From an optimization exercise on the open Yosys and OpenROAD flow, aimed at small area and a short achievable clock period; shortcuts taken in it are not production practice.
Where RTL was checked, it was by simulation tests only, not by an equivalence proof against the original.

==> module acc_pre, before the edit <==
module acc_pre(T, p, o, sel, Y, ge, sha, shb);
input  [15:0] T, p, o;
input         sel;
output [15:0] Y;
output        ge;
output [4:0]  sha, shb;
wire ge_p, ge_o;
compare_adder #(.W(15)) u_cp (.A(T[14:0]), .B(p[14:0]), .ge(ge_p));
compare_adder #(.W(15)) u_co (.A(T[14:0]), .B(o[14:0]), .ge(ge_o));
wire [4:0] dtp, dpt, dto, dot;
adder #(.W(5)) u_tp (.A(T[14:10]), .B(~p[14:10]), .ci(1'b1), .S(dtp));
adder #(.W(5)) u_pt (.A(p[14:10]), .B(~T[14:10]), .ci(1'b1), .S(dpt));
adder #(.W(5)) u_to (.A(T[14:10]), .B(~o[14:10]), .ci(1'b1), .S(dto));
adder #(.W(5)) u_ot (.A(o[14:10]), .B(~T[14:10]), .ci(1'b1), .S(dot));
assign Y   = sel ? p : o;
assign ge  = sel ? ge_p : ge_o;
assign sha = sel ? dtp : dto;
assign shb = sel ? dpt : dot;
endmodule
==> module sadd_front, before the edit <==
module sadd_front(A, B, R, Le, Ls, bz);
input  [15:0] A, B;
output [14:0] R;
output [4:0]  Le;
output        Ls;
output        bz;
wire ge;
compare_adder #(.W(15)) u_c (.A(A[14:0]), .B(B[14:0]), .ge(ge));
wire [4:0] d_ab, d_ba;
adder #(.W(5)) u_ab (.A(A[14:10]), .B(~B[14:10]), .ci(1'b1), .S(d_ab));
adder #(.W(5)) u_ba (.A(B[14:10]), .B(~A[14:10]), .ci(1'b1), .S(d_ba));
wire [13:0] MSa = {1'b1, B[9:0], 3'b000} >> d_ab;
wire [13:0] MSb = {1'b1, A[9:0], 3'b000} >> d_ba;
wire [15:0] L  = ge ? A : B;
wire [13:0] MS = ge ? MSa : MSb;
wire        op = A[15] ^ B[15];
main_adder u_add (.ML({1'b1, L[9:0], 3'b000}), .MS(MS), .op(op), .R(R));
assign Le = L[14:10];
assign Ls = L[15];
assign bz = (A == 16'h0000) & (B == 16'h0000);
endmodule
==> flow/config.mk <==
export PLATFORM = sky130hd
export DESIGN_NAME = top_level
export DESIGN_NICKNAME = top_level
export VERILOG_FILES = /design/flow/design.v
export SDC_FILE = /design/flow/constraint.sdc
export NUM_CORES = 4
export LEC_CHECK = 0
export ABC_AREA = 1
export CAP_MARGIN = 20
export CORE_MARGIN = 2
export CORE_UTILIZATION = 65
export PLACE_DENSITY = 0.75
export SLEW_MARGIN = 20
==> flow/constraint.sdc <==
create_clock -name core_clock -period 13.5 [get_ports {clk}]
set_input_delay 2.7000 -clock core_clock [delete_from_list [all_inputs] [get_ports {clk}]]
set_output_delay 2.7000 -clock core_clock [all_outputs]
set_load 0.01 [all_outputs]
standard.sh (not shown) runs the stock make flow with config.mk's settings and CLKGATE_MAP_FILE= SYNTH_SCRIPT=/design/flow/synth_recipe.tcl, a recipe that flattens the netlist after the stock synthesis.
==> flow/flow/run.sh <==
#!/bin/bash
set -euo pipefail
bash standard.sh synth > synth.log 2>&1
bash standard.sh SETUP_SLACK_MARGIN=9 TNS_END_PERCENT=0 "BUFFER_PORTS_ARGS=-buffer_cell sky130_fd_sc_hd__buf_2" finish > layout.log 2>&1
Change:
--- a/flow/design.v
+++ b/flow/design.v
@@ -224,22 +224,19 @@
 module acc_pre(T, p, o, sel, Y, ge, sha, shb);
 input  [15:0] T, p, o;
 input         sel;
 output [15:0] Y;
 output        ge;
 output [4:0]  sha, shb;
-wire ge_p, ge_o;
-compare_adder #(.W(15)) u_cp (.A(T[14:0]), .B(p[14:0]), .ge(ge_p));
-compare_adder #(.W(15)) u_co (.A(T[14:0]), .B(o[14:0]), .ge(ge_o));
+assign Y = sel ? p : o;
+compare_adder #(.W(15)) u_c (.A(T[14:0]), .B(Y[14:0]), .ge(ge));
 wire [4:0] dtp, dpt, dto, dot;
 adder #(.W(5)) u_tp (.A(T[14:10]), .B(~p[14:10]), .ci(1'b1), .S(dtp));
 adder #(.W(5)) u_pt (.A(p[14:10]), .B(~T[14:10]), .ci(1'b1), .S(dpt));
 adder #(.W(5)) u_to (.A(T[14:10]), .B(~o[14:10]), .ci(1'b1), .S(dto));
 adder #(.W(5)) u_ot (.A(o[14:10]), .B(~T[14:10]), .ci(1'b1), .S(dot));
-assign Y   = sel ? p : o;
-assign ge  = sel ? ge_p : ge_o;
 assign sha = sel ? dtp : dto;
 assign shb = sel ? dpt : dot;
 endmodule
 module compare_adder #(parameter W = 15) (A, B, ge);
 input  [W-1:0] A, B;
 output         ge;
@@ -298,20 +295,24 @@
 output [14:0] R;
 output [4:0]  Le;
 output        Ls;
 output        bz;
 wire ge;
 compare_adder #(.W(15)) u_c (.A(A[14:0]), .B(B[14:0]), .ge(ge));
-wire [4:0] d_ab, d_ba;
-adder #(.W(5)) u_ab (.A(A[14:10]), .B(~B[14:10]), .ci(1'b1), .S(d_ab));
+wire [5:0] d_ab;
+wire [4:0] d_ba;
+adder #(.W(6)) u_ab (.A({1'b0, A[14:10]}), .B(~{1'b0, B[14:10]}), .ci(1'b1), .S(d_ab));
 adder #(.W(5)) u_ba (.A(B[14:10]), .B(~A[14:10]), .ci(1'b1), .S(d_ba));
-wire [13:0] MSa = {1'b1, B[9:0], 3'b000} >> d_ab;
-wire [13:0] MSb = {1'b1, A[9:0], 3'b000} >> d_ba;
-wire [15:0] L  = ge ? A : B;
-wire [13:0] MS = ge ? MSa : MSb;
-wire        op = A[15] ^ B[15];
+wire        gE  = ~d_ab[5];                     
+wire        eqE = (A[14:10] == B[14:10]);
+wire [9:0]  Xm  = gE ? B[9:0] : A[9:0];
+wire [4:0]  sh  = gE ? d_ab[4:0] : d_ba;
+wire [13:0] MX  = {1'b1, Xm, 3'b000} >> sh;
+wire [15:0] L   = ge ? A : B;
+wire [13:0] MS  = (eqE & ~ge) ? {1'b1, A[9:0], 3'b000} : MX;
+wire        op  = A[15] ^ B[15];
 main_adder u_add (.ML({1'b1, L[9:0], 3'b000}), .MS(MS), .op(op), .R(R));
 assign Le = L[14:10];
 assign Ls = L[15];
 assign bz = (A == 16'h0000) & (B == 16'h0000);
 endmodule
 module adder #(parameter W = 15) (A, B, ci, S);
What happened: Cell area shrinks by a few percent; via count went down by a few percent; cell count fell by a few percent; core utilization rises by 0.70 points; flip-flop and latch count is unchanged; worst setup slack gains 0.0078 ns; die area shrinks by a few percent.
The RTL of the second run of this note was laid out without a check of its function.

-- separate check: timing with driven ports --
How much do the figures lean on ideal ports? The routed layouts below were timed once more, with nothing changed but the port constraints. Step 1 sets driving cells, clkbuf_16 on the clock port and buf_2 on the other inputs (assumed; they add their load-dependent delay and slew). Step 2 moves the port delays by t, midway between the first and last clock arrival at a register: inputs arrive t later, outputs are due t later. That takes back most of the time a late clock gives input paths. a / b / c = ideal ports / drivers / drivers and shift; a / b = the first two.
| run | t, ns | setup slack, ns | latest minus earliest clock arrival (ns) | worst data-port slew with drivers (ns) |
|---|---|---|---|---|
| the first run | 0.492 | 8.976 / 8.922 / 8.743 | 0.014 / 0.015 | 0.04 |
| the second run | 0.493 | 8.984 / 8.959 / 8.739 | 0.018 / 0.018 | 0.04 |
After both steps every run listed still meets setup and hold. For the second run, which loses most, drivers alone change the setup slack by -0.025 ns; drivers and shift together by -0.245 ns.
